Context: an optimization exercise on an open-source flow, tuned for small area. The choices shown serve that exercise and are no tape-out recipe.
Only simulation tests tie the RTL to the original design; equivalence was not proved.
Power and IR drop assume default switching activity.

==> flow/design.v (excerpt) <==
module PongCore(
	input i_clk,
	input i_rst,
	input [1:0] i_sw,
	input i_pb,
	input i_frame_tick,
	output [6:0] o_sevseg_p1d1,
	output [6:0] o_sevseg_p1d2,
	output [6:0] o_sevseg_p2d1,
	output [6:0] o_sevseg_p2d2,
	output signed [10:0] o_ball_x,
	output signed [10:0] o_ball_y,
	output signed [10:0] o_paddle1_y,
	output signed [10:0] o_paddle2_y,
	output o_finish);
For scale: roughly 510 cells after synthesis.
export LEC_CHECK = 0
export CAP_MARGIN = 20
export CORE_MARGIN = 2
export CORE_UTILIZATION = 40
export SLEW_MARGIN = 20
create_clock -name core_clock -period 20.0 [get_ports {i_clk}]
standard.sh (not shown) runs the stock make flow with config.mk's settings and CLKGATE_MAP_FILE= SYNTH_SCRIPT=/design/flow/synth_recipe.tcl, a recipe that flattens the netlist after the stock synthesis.
==> flow/flow/run.sh <==
#!/bin/bash
# Layout flow: the standard synthesis, then an area-oriented re-mapping of the
# combinational logic between the registers (the registers keep their names
# and cell types), then the standard ORFS layout with small port buffers and
# a small clock tree. Each tool's output goes to a log file in this folder.
set -euo pipefail
HERE=$(pwd)
LIB=$FLOW_HOME/platforms/sky130hd/lib/sky130_fd_sc_hd__tt_025C_1v80.lib
RES=$HERE/orfs/results/sky130hd/PongCore/base
YOSYS=$(command -v yosys || echo "$FLOW_HOME/../tools/install/yosys/bin/yosys")
NSEEDS=${NSEEDS:-8}
ABC_TIME=${ABC_TIME:-30}

export BUFFER_PORTS_ARGS="-buffer_cell sky130_fd_sc_hd__buf_1"
export REMOVE_ABC_BUFFERS=1
export SKIP_REPAIR_TIE_FANOUT=1
export CTS_ARGS="-sink_clustering_enable -repair_clock_nets -buf_list sky130_fd_sc_hd__clkbuf_4 -root_buf sky130_fd_sc_hd__clkbuf_4 -dont_use_dummy_load"

bash standard.sh synth > synth.log 2>&1
cp "$RES/1_2_yosys.v" "$HERE/standard_synth.v"

# re-map the logic with several seeds of ABC's deepsyn, keep the smallest
DONT_USE=$(sed -n '/export DONT_USE_CELLS/,/^$/p' "$FLOW_HOME/platforms/sky130hd/config.mk" | tr -d '\\' | tr ' ' '\n' | grep sky130 | sed 's/^/-dont_use /' | tr '\n' ' ')
run_seed() {
	local S=$1
	sed "s/@SEED@/$S/; s/@TIME@/$ABC_TIME/" flow/area.abc.in > area_$S.abc
	sed "s#@LIB@#$LIB#g; s#@IN@#$HERE/standard_synth.v#; s#@OUT@#$HERE/reopt_$S.v#; s#@DONT_USE@#$DONT_USE#; s#@SCRIPT@#$HERE/area_$S.abc#" \
		flow/reopt.ys.in > reopt_$S.ys
	"$YOSYS" -l reopt_$S.log -q reopt_$S.ys > /dev/null 2>&1 || true
}
S=1
while [ $S -le $NSEEDS ]; do
	for J in $(seq 1 ${NUM_CORES:-4}); do
		if [ $S -le $NSEEDS ]; then run_seed $S & fi
		S=$((S + 1))
	done
	wait
done
: > reopt_pick.log
for S in $(seq 1 $NSEEDS); do
	if [ -s reopt_$S.v.stat ] && [ -s reopt_$S.v ]; then
		echo "$(grep 'Chip area for module' reopt_$S.v.stat | awk '{print $NF}') $S" >> reopt_pick.log
	fi
done
BEST=$(sort -n reopt_pick.log | head -1 | awk '{print $2}')
echo "picked seed $BEST" >> reopt_pick.log
cp "$HERE/reopt_$BEST.v" "$RES/1_2_yosys.v"

bash standard.sh do-1_synth > synth_odb.log 2>&1
bash standard.sh > standard.log 2>&1
Other scripts of this flow, unchanged in this note and not shown: flow/flow/area.abc.in, flow/flow/reopt.ys.in
The baseline completed with no timing, DRC or antenna violations.
Edit:
--- a/flow/flow/run.sh
+++ b/flow/flow/run.sh
@@ -11 +11 @@
-NSEEDS=${NSEEDS:-8}
+NSEEDS=${NSEEDS:-4}
@@ -17 +17 @@
-export CTS_ARGS="-sink_clustering_enable -repair_clock_nets -buf_list sky130_fd_sc_hd__clkbuf_4 -root_buf sky130_fd_sc_hd__clkbuf_4 -dont_use_dummy_load"
+export CTS_ARGS="-sink_clustering_enable -repair_clock_nets -buf_list sky130_fd_sc_hd__clkbuf_4 -root_buf sky130_fd_sc_hd__clkbuf_8 -sink_clustering_size 10 -sink_clustering_max_diameter 60 -dont_use_dummy_load"
What happened: The changed run finished with timing, DRC and antenna clean; clock-buffer cell count is unchanged; area after synthesis climbs by 1.2%; global-route usage climbs by 0.11 points; design area climbs by 2.7%.
Edit:
--- a/flow/flow/run.sh
+++ b/flow/flow/run.sh
@@ -11 +11 @@
-NSEEDS=${NSEEDS:-4}
+NSEEDS=${NSEEDS:-8}
@@ -17 +17 @@
-export CTS_ARGS="-sink_clustering_enable -repair_clock_nets -buf_list sky130_fd_sc_hd__clkbuf_4 -root_buf sky130_fd_sc_hd__clkbuf_8 -sink_clustering_size 10 -sink_clustering_max_diameter 60 -dont_use_dummy_load"
+export CTS_ARGS="-sink_clustering_enable -repair_clock_nets -buf_list sky130_fd_sc_hd__clkbuf_4 -root_buf sky130_fd_sc_hd__clkbuf_4 -dont_use_dummy_load"
@@ -46,2 +46,6 @@
-echo "picked seed $BEST" >> reopt_pick.log
-cp "$HERE/reopt_$BEST.v" "$RES/1_2_yosys.v"
+if [ -n "$BEST" ]; then
+	echo "picked seed $BEST" >> reopt_pick.log
+	cp "$HERE/reopt_$BEST.v" "$RES/1_2_yosys.v"
+else
+	echo "no re-mapped netlist; keeping the standard synthesis" >> reopt_pick.log
+fi
After rerunning: The changed run completed without violations; maximum frequency grows slightly; wire length shrinks slightly; sequential power stays flat; final area shrinks by a few percent; sequential share of layout area grows by 0.89 points.

========
PongCore, a different RTL version from the one above (not shown whole).
Size in the first run: ~500 cells after synthesis, about 79 I/O pins, about 0.0034 sq mm of cells after synthesis.
export LEC_CHECK = 0
export CAP_MARGIN = 20
export CORE_MARGIN = 2
export CORE_UTILIZATION = 40
export SLEW_MARGIN = 20
create_clock -name core_clock -period 20.0 [get_ports {i_clk}]
==> flow/flow/run.sh <==
#!/bin/bash
# Layout flow: the standard synthesis, then an area-oriented re-mapping of the
# combinational logic between the registers (the registers keep their names
# and cell types), then the standard ORFS layout with small port buffers and
# a small clock tree. Each tool's output goes to a log file in this folder.
set -euo pipefail
HERE=$(pwd)
LIB=$FLOW_HOME/platforms/sky130hd/lib/sky130_fd_sc_hd__tt_025C_1v80.lib
RES=$HERE/orfs/results/sky130hd/PongCore/base
YOSYS=$(command -v yosys || echo "$FLOW_HOME/../tools/install/yosys/bin/yosys")
NSEEDS=${NSEEDS:-12}
ABC_TIME=${ABC_TIME:-30}

export BUFFER_PORTS_ARGS="-buffer_cell sky130_fd_sc_hd__buf_1"
export REMOVE_ABC_BUFFERS=1
export SKIP_REPAIR_TIE_FANOUT=1
export CTS_ARGS="-sink_clustering_enable -repair_clock_nets -buf_list sky130_fd_sc_hd__clkbuf_4 -root_buf sky130_fd_sc_hd__clkbuf_4 -dont_use_dummy_load"

bash standard.sh synth > synth.log 2>&1
cp "$RES/1_2_yosys.v" "$HERE/standard_synth.v"

# re-map the logic with several seeds of ABC's deepsyn, keep the smallest
DONT_USE=$(sed -n '/export DONT_USE_CELLS/,/^$/p' "$FLOW_HOME/platforms/sky130hd/config.mk" | tr -d '\\' | tr ' ' '\n' | grep sky130 | sed 's/^/-dont_use /' | tr '\n' ' ')
run_seed() {
	local S=$1
	sed "s/@SEED@/$S/; s/@TIME@/$ABC_TIME/" flow/area.abc.in > area_$S.abc
	sed "s#@LIB@#$LIB#g; s#@IN@#$HERE/standard_synth.v#; s#@OUT@#$HERE/reopt_$S.v#; s#@DONT_USE@#$DONT_USE#; s#@SCRIPT@#$HERE/area_$S.abc#" \
		flow/reopt.ys.in > reopt_$S.ys
	"$YOSYS" -l reopt_$S.log -q reopt_$S.ys > /dev/null 2>&1 || true
}
S=1
while [ $S -le $NSEEDS ]; do
	for J in $(seq 1 ${NUM_CORES:-4}); do
		if [ $S -le $NSEEDS ]; then run_seed $S & fi
		S=$((S + 1))
	done
	wait
done
: > reopt_pick.log
for S in $(seq 1 $NSEEDS); do
	if [ -s reopt_$S.v.stat ] && [ -s reopt_$S.v ]; then
		echo "$(grep 'Chip area for module' reopt_$S.v.stat | awk '{print $NF}') $S" >> reopt_pick.log
	fi
done
BEST=$(sort -n reopt_pick.log | head -1 | awk '{print $2}')
if [ -n "$BEST" ]; then
	echo "picked seed $BEST" >> reopt_pick.log
	cp "$HERE/reopt_$BEST.v" "$RES/1_2_yosys.v"
else
	echo "no re-mapped netlist; keeping the standard synthesis" >> reopt_pick.log
fi

bash standard.sh do-1_synth > synth_odb.log 2>&1
bash standard.sh > standard.log 2>&1
Other scripts of this flow, unchanged in this note and not shown: flow/flow/area.abc.in, flow/flow/reopt.ys.in
The first run completed with no timing, DRC or antenna violations.
Change:
--- a/flow/flow/run.sh
+++ b/flow/flow/run.sh
@@ -11,2 +11,2 @@
-NSEEDS=${NSEEDS:-12}
-ABC_TIME=${ABC_TIME:-30}
+NSEEDS=${NSEEDS:-4}
+ABC_TIME=${ABC_TIME:-10}
--- a/flow/config.mk
+++ b/flow/config.mk
@@ -10 +10 @@
-export CORE_UTILIZATION = 40
+export CORE_UTILIZATION = 60
The changed run completed with no timing, DRC or antenna violations.
Routed wire length shrinks by 1.4%.
Non-clock buffer count rose by 1.
First-iteration DRC count fell by 1.2%.
Final cell count decreases by 4.2%.
Worst hold slack is better by 4.5 ps.
Setup slack gains 150 ps.
Area after synthesis barely changes.
Power grows by 6.6%.
Maximum frequency came out higher by 2.6%.
Change:
--- a/flow/config.mk
+++ b/flow/config.mk
@@ -8 +8 @@
-export CAP_MARGIN = 20
+export CAP_MARGIN = 0
@@ -10,2 +10,2 @@
-export CORE_UTILIZATION = 60
-export SLEW_MARGIN = 20
+export CORE_UTILIZATION = 40
+export SLEW_MARGIN = 0
After rerunning: The changed run passed the timing, DRC and antenna checks; routed wire length climbs by about 4.5%; maximum frequency is about the same; global-route usage drops by 8.3 points; hold slack gets worse by 17 ps.

========
Setup of job 7231:
PongCore, a different RTL version from the one above (not shown whole).
Size in the first run: roughly 520 cells after synthesis, about 3600 um2 of cells after synthesis.
==> flow/config.mk <==
export PLATFORM = sky130hd
export DESIGN_NAME = PongCore
export DESIGN_NICKNAME = PongCore
export VERILOG_FILES = /design/flow/design.v
export SDC_FILE = /design/flow/constraint.sdc
export NUM_CORES = 4
export LEC_CHECK = 0
export CAP_MARGIN = 20
export CORE_MARGIN = 2
export CORE_UTILIZATION = 40
export SLEW_MARGIN = 20
==> flow/constraint.sdc <==
create_clock -name core_clock -period 20.0 [get_ports {i_clk}]
set_input_delay 4.0000 -clock core_clock [delete_from_list [all_inputs] [get_ports {i_clk}]]
set_output_delay 4.0000 -clock core_clock [all_outputs]
set_load 0.01 [all_outputs]
==> flow/flow/run.sh <==
#!/bin/bash
# Layout flow: the standard synthesis, then an area-oriented re-mapping of the
# combinational logic between the registers (the registers keep their names
# and cell types), then the standard ORFS layout with small port buffers and
# a small clock tree. Each tool's output goes to a log file in this folder.
set -euo pipefail
HERE=$(pwd)
LIB=$FLOW_HOME/platforms/sky130hd/lib/sky130_fd_sc_hd__tt_025C_1v80.lib
RES=$HERE/orfs/results/sky130hd/PongCore/base
YOSYS=$(command -v yosys || echo "$FLOW_HOME/../tools/install/yosys/bin/yosys")
NSEEDS=${NSEEDS:-8}
ABC_TIME=${ABC_TIME:-30}

export BUFFER_PORTS_ARGS="-buffer_cell sky130_fd_sc_hd__buf_1"
export REMOVE_ABC_BUFFERS=1
export SKIP_REPAIR_TIE_FANOUT=1
export CTS_ARGS="-sink_clustering_enable -repair_clock_nets -buf_list sky130_fd_sc_hd__clkbuf_4 -root_buf sky130_fd_sc_hd__clkbuf_4 -dont_use_dummy_load"

bash standard.sh synth > synth.log 2>&1
cp "$RES/1_2_yosys.v" "$HERE/standard_synth.v"

# re-map the logic with several seeds of ABC's deepsyn, keep the smallest
DONT_USE=$(sed -n '/export DONT_USE_CELLS/,/^$/p' "$FLOW_HOME/platforms/sky130hd/config.mk" | tr -d '\\' | tr ' ' '\n' | grep sky130 | sed 's/^/-dont_use /' | tr '\n' ' ')
run_seed() {
	local S=$1
	sed "s/@SEED@/$S/; s/@TIME@/$ABC_TIME/" flow/area.abc.in > area_$S.abc
	sed "s#@LIB@#$LIB#g; s#@IN@#$HERE/standard_synth.v#; s#@OUT@#$HERE/reopt_$S.v#; s#@DONT_USE@#$DONT_USE#; s#@SCRIPT@#$HERE/area_$S.abc#" \
		flow/reopt.ys.in > reopt_$S.ys
	"$YOSYS" -l reopt_$S.log -q reopt_$S.ys > /dev/null 2>&1 || true
}
S=1
while [ $S -le $NSEEDS ]; do
	for J in $(seq 1 ${NUM_CORES:-4}); do
		if [ $S -le $NSEEDS ]; then run_seed $S & fi
		S=$((S + 1))
	done
	wait
done
: > reopt_pick.log
for S in $(seq 1 $NSEEDS); do
	if [ -s reopt_$S.v.stat ] && [ -s reopt_$S.v ]; then
		echo "$(grep 'Chip area for module' reopt_$S.v.stat | awk '{print $NF}') $S" >> reopt_pick.log
	fi
done
BEST=$(sort -n reopt_pick.log | head -1 | awk '{print $2}')
echo "picked seed $BEST" >> reopt_pick.log
cp "$HERE/reopt_$BEST.v" "$RES/1_2_yosys.v"

bash standard.sh do-1_synth > synth_odb.log 2>&1
bash standard.sh > standard.log 2>&1
Other scripts of this flow, unchanged in this note and not shown: flow/flow/area.abc.in, flow/flow/reopt.ys.in
Both conditions hold for job 7231: the flow ran to the end and the final layout passed the timing, DRC and antenna checks.
Setup changes, job 7231 to job 4409
==> flow/flow/run.sh <==
#!/bin/bash
# Layout flow: the standard synthesis, then an area-oriented re-mapping of the
# combinational logic between the registers (the registers keep their names
# and cell types), then the standard ORFS layout with small port buffers and
# a small clock tree. Each tool's output goes to a log file in this folder.
set -euo pipefail
HERE=$(pwd)
LIB=$FLOW_HOME/platforms/sky130hd/lib/sky130_fd_sc_hd__tt_025C_1v80.lib
RES=$HERE/orfs/results/sky130hd/PongCore/base
YOSYS=$(command -v yosys || echo "$FLOW_HOME/../tools/install/yosys/bin/yosys")

export BUFFER_PORTS_ARGS="-buffer_cell sky130_fd_sc_hd__buf_1"
export REMOVE_ABC_BUFFERS=1
export SKIP_REPAIR_TIE_FANOUT=${SKIP_REPAIR_TIE_FANOUT:-1}
export CTS_ARGS="-sink_clustering_enable -repair_clock_nets -buf_list sky130_fd_sc_hd__clkbuf_16 -root_buf sky130_fd_sc_hd__clkbuf_16 -sink_clustering_size 100 -sink_clustering_max_diameter 1000 -dont_use_dummy_load"

bash standard.sh synth > synth.log 2>&1
cp "$RES/1_2_yosys.v" "$HERE/standard_synth.v"

# re-map the logic with a few seeds of ABC's deepsyn, keep the smallest
DONT_USE=$(sed -n '/export DONT_USE_CELLS/,/^$/p' "$FLOW_HOME/platforms/sky130hd/config.mk" | tr -d '\\' | tr ' ' '\n' | grep sky130 | sed 's/^/-dont_use /' | tr '\n' ' ')
for S in 1 2 3; do
	sed "s/@SEED@/$S/; s/@TIME@/10/" flow/area.abc.in > area_$S.abc
	sed "s#@LIB@#$LIB#g; s#@IN@#$HERE/standard_synth.v#; s#@OUT@#$HERE/reopt_$S.v#; s#@DONT_USE@#$DONT_USE#; s#@SCRIPT@#$HERE/area_$S.abc#" \
		flow/reopt.ys.in > reopt_$S.ys
	"$YOSYS" -l reopt_$S.log -q reopt_$S.ys > /dev/null 2>&1 &
done
wait
BEST=$(for S in 1 2 3; do echo "$(grep 'Chip area for module' reopt_$S.v.stat | awk '{print $NF}') $S"; done | sort -n | head -1 | awk '{print $2}')
echo "picked seed $BEST" > reopt_pick.log
cat reopt_*.v.stat | grep 'Chip area' >> reopt_pick.log
cp "$HERE/reopt_$BEST.v" "$RES/1_2_yosys.v"

bash standard.sh do-1_synth > synth_odb.log 2>&1
bash standard.sh > standard.log 2>&1
Results
The design area in job 4409 sits about 5% above the value recorded for job 7231.
Compared with job 7231, job 4409 shows clock period minus worst slack higher by 0.10 ns.
Job 4409 vs. job 7231: setup slack of the critical path after layout decreased by 0.10 ns relative to the old numbers, via count saw an increase, worst slack on hold paths -0.0096 ns, met2 routing resource usage after global routing fell by 2.4 points, leakage power figure up 10%.
Utilization job 7231 -> job 4409: up
Diff job 4409 and job 7231: routed wire length higher in job 4409
Input-level comparison between job 5240 and job 4409:
diff --git a/flow/flow/run.sh b/flow/flow/run.sh
--- a/flow/flow/run.sh
+++ b/flow/flow/run.sh
@@ -14,3 +14,3 @@
 export SKIP_REPAIR_TIE_FANOUT=${SKIP_REPAIR_TIE_FANOUT:-1}
-export CTS_ARGS="-sink_clustering_enable -repair_clock_nets -buf_list sky130_fd_sc_hd__clkbuf_16 -root_buf sky130_fd_sc_hd__clkbuf_16 -sink_clustering_size 100 -sink_clustering_max_diameter 1000 -dont_use_dummy_load"
+export CTS_ARGS="-sink_clustering_enable -repair_clock_nets -buf_list sky130_fd_sc_hd__clkbuf_4 -root_buf sky130_fd_sc_hd__clkbuf_4 -dont_use_dummy_load"
 
@@ -22,3 +22,3 @@
 for S in 1 2 3; do
-	sed "s/@SEED@/$S/; s/@TIME@/10/" flow/area.abc.in > area_$S.abc
+	sed "s/@SEED@/$S/; s/@TIME@/${ABC_TIME:-60}/" flow/area.abc.in > area_$S.abc
 	sed "s#@LIB@#$LIB#g; s#@IN@#$HERE/standard_synth.v#; s#@OUT@#$HERE/reopt_$S.v#; s#@DONT_USE@#$DONT_USE#; s#@SCRIPT@#$HERE/area_$S.abc#" \
Findings:
Job 5240: all stages complete, timing, DRC and antenna checks passed. Placeable core region is higher on job 4409. NOTE: die area in job 5240 falls short of that of job 4409. Leakage power of the design ends up lower on job 5240. Diff job 4409 -> job 5240: post-placement setup slack went down by 0.077 ns; final worst setup slack rose by 0.090 ns; power density relative to cell area moved down; power after layout dropped 0.082 mW. Re maximum buffer depth of the clock tree: no difference whatsoever between job 5240 and job 4409.
Edits applied to the flow inputs when going from job 5240 to job 937:
diff --git a/flow/flow/run.sh b/flow/flow/run.sh
--- a/flow/flow/run.sh
+++ b/flow/flow/run.sh
@@ -14,3 +14,3 @@
 export SKIP_REPAIR_TIE_FANOUT=${SKIP_REPAIR_TIE_FANOUT:-1}
-export CTS_ARGS="-sink_clustering_enable -repair_clock_nets -buf_list sky130_fd_sc_hd__clkbuf_4 -root_buf sky130_fd_sc_hd__clkbuf_4 -dont_use_dummy_load"
+export CTS_ARGS="-sink_clustering_enable -repair_clock_nets -buf_list sky130_fd_sc_hd__clkbuf_8 -root_buf sky130_fd_sc_hd__clkbuf_8 -sink_clustering_size 100 -sink_clustering_max_diameter 1000 -dont_use_dummy_load"
 
@@ -22,3 +22,3 @@
 for S in 1 2 3; do
-	sed "s/@SEED@/$S/; s/@TIME@/${ABC_TIME:-60}/" flow/area.abc.in > area_$S.abc
+	sed "s/@SEED@/$S/; s/@TIME@/10/" flow/area.abc.in > area_$S.abc
 	sed "s#@LIB@#$LIB#g; s#@IN@#$HERE/standard_synth.v#; s#@OUT@#$HERE/reopt_$S.v#; s#@DONT_USE@#$DONT_USE#; s#@SCRIPT@#$HERE/area_$S.abc#" \
## What came out
- Summary — arrival time at the worst endpoint, job 937 relative to job 5240: lower, by 0.06 ns.
- Between job 5240 and job 937, the detailed router's first-iteration violation count is higher for job 937.
- Overall power consumption: higher on job 937
- Maximum resistive drop on vdd: job 5240 and job 937 compared, lower one is job 5240
- Switching part of the total power: job 937 vs job 5240 up 1.2 points
- Relative to job 5240, job 937 degrades tightest hold margin.
- Summed instance area of the synthesized netlist: higher on job 937
- [compare] base=job 5240 new=job 937: die area increased by about 0.7% relative to the old numbers; slack of the critical path lost 0.033 ns.
- Going from job 5240 to job 937, growth of design area from synthesis to finish grows by 1.4 points.
- The higher count of placed standard cells in the final layout, fillers left out of job 5240 and job 937 is in job 937.

## afterwards: timing with drivers on the ports
No port has a modelled driver above. Below, the same layouts with a new extraction and two added sets of constraints. Step 1: set_driving_cell puts a clkbuf_16 on i_clk and a buf_2 on each other input, an assumption about the parent block. Step 2 times the ports against the registers' clock, not the clock port: input delays grow and output delays shrink by t, the midpoint of the rising clock arrivals with the driver on. Slacks: ideal ports / drivers / drivers and shift; pairs: ideal ports / drivers.
run | shift t [ns] | slack for setup (ns) | worst hold slack (ns) | clock arrival spread, ns | pins driven straight from the clock port
the first run of note 1 | 0.413 | 14.268 / 14.239 / 14.097 | 0.355 / 0.355 / 0.355 | 0.038 / 0.039 | 1
the second run of note 1 | 0.369 | 14.220 / 14.235 / 13.865 | 0.354 / 0.354 / 0.354 | 0.027 / 0.027 | 1
the third run of note 1 | 0.413 | 14.268 / 14.239 / 14.097 | 0.355 / 0.355 / 0.355 | 0.038 / 0.039 | 1
the first run of note 2 | 0.421 | 14.030 / 14.000 / 13.941 | 0.351 / 0.351 / 0.351 | 0.047 / 0.047 | 1
the second run of note 2 | 0.414 | 14.182 / 14.158 / 13.921 | 0.355 / 0.355 / 0.355 | 0.027 / 0.027 | 1
the third run of note 2 | 0.425 | 14.195 / 14.202 / 13.776 | 0.338 / 0.338 / 0.338 | 0.037 / 0.037 | 1
job 7231 | 0.420 | 14.007 / 14.017 / 13.597 | 0.353 / 0.353 / 0.353 | 0.037 / 0.036 | 1
job 4409 | 0.351 | 13.907 / 13.919 / 13.568 | 0.343 / 0.343 / 0.343 | 0.015 / 0.015 | 1
job 5240 | 0.422 | 13.997 / 14.002 / 13.580 | 0.354 / 0.354 / 0.354 | 0.033 / 0.032 | 1
job 937 | 0.366 | 13.964 / 13.974 / 13.607 | 0.347 / 0.347 / 0.347 | 0.019 / 0.019 | 1
After both steps setup and hold are still met in every run listed. The setup slack of the third run of note 2, which loses most, moves by +0.007 ns with the drivers and by -0.419 ns with both steps.
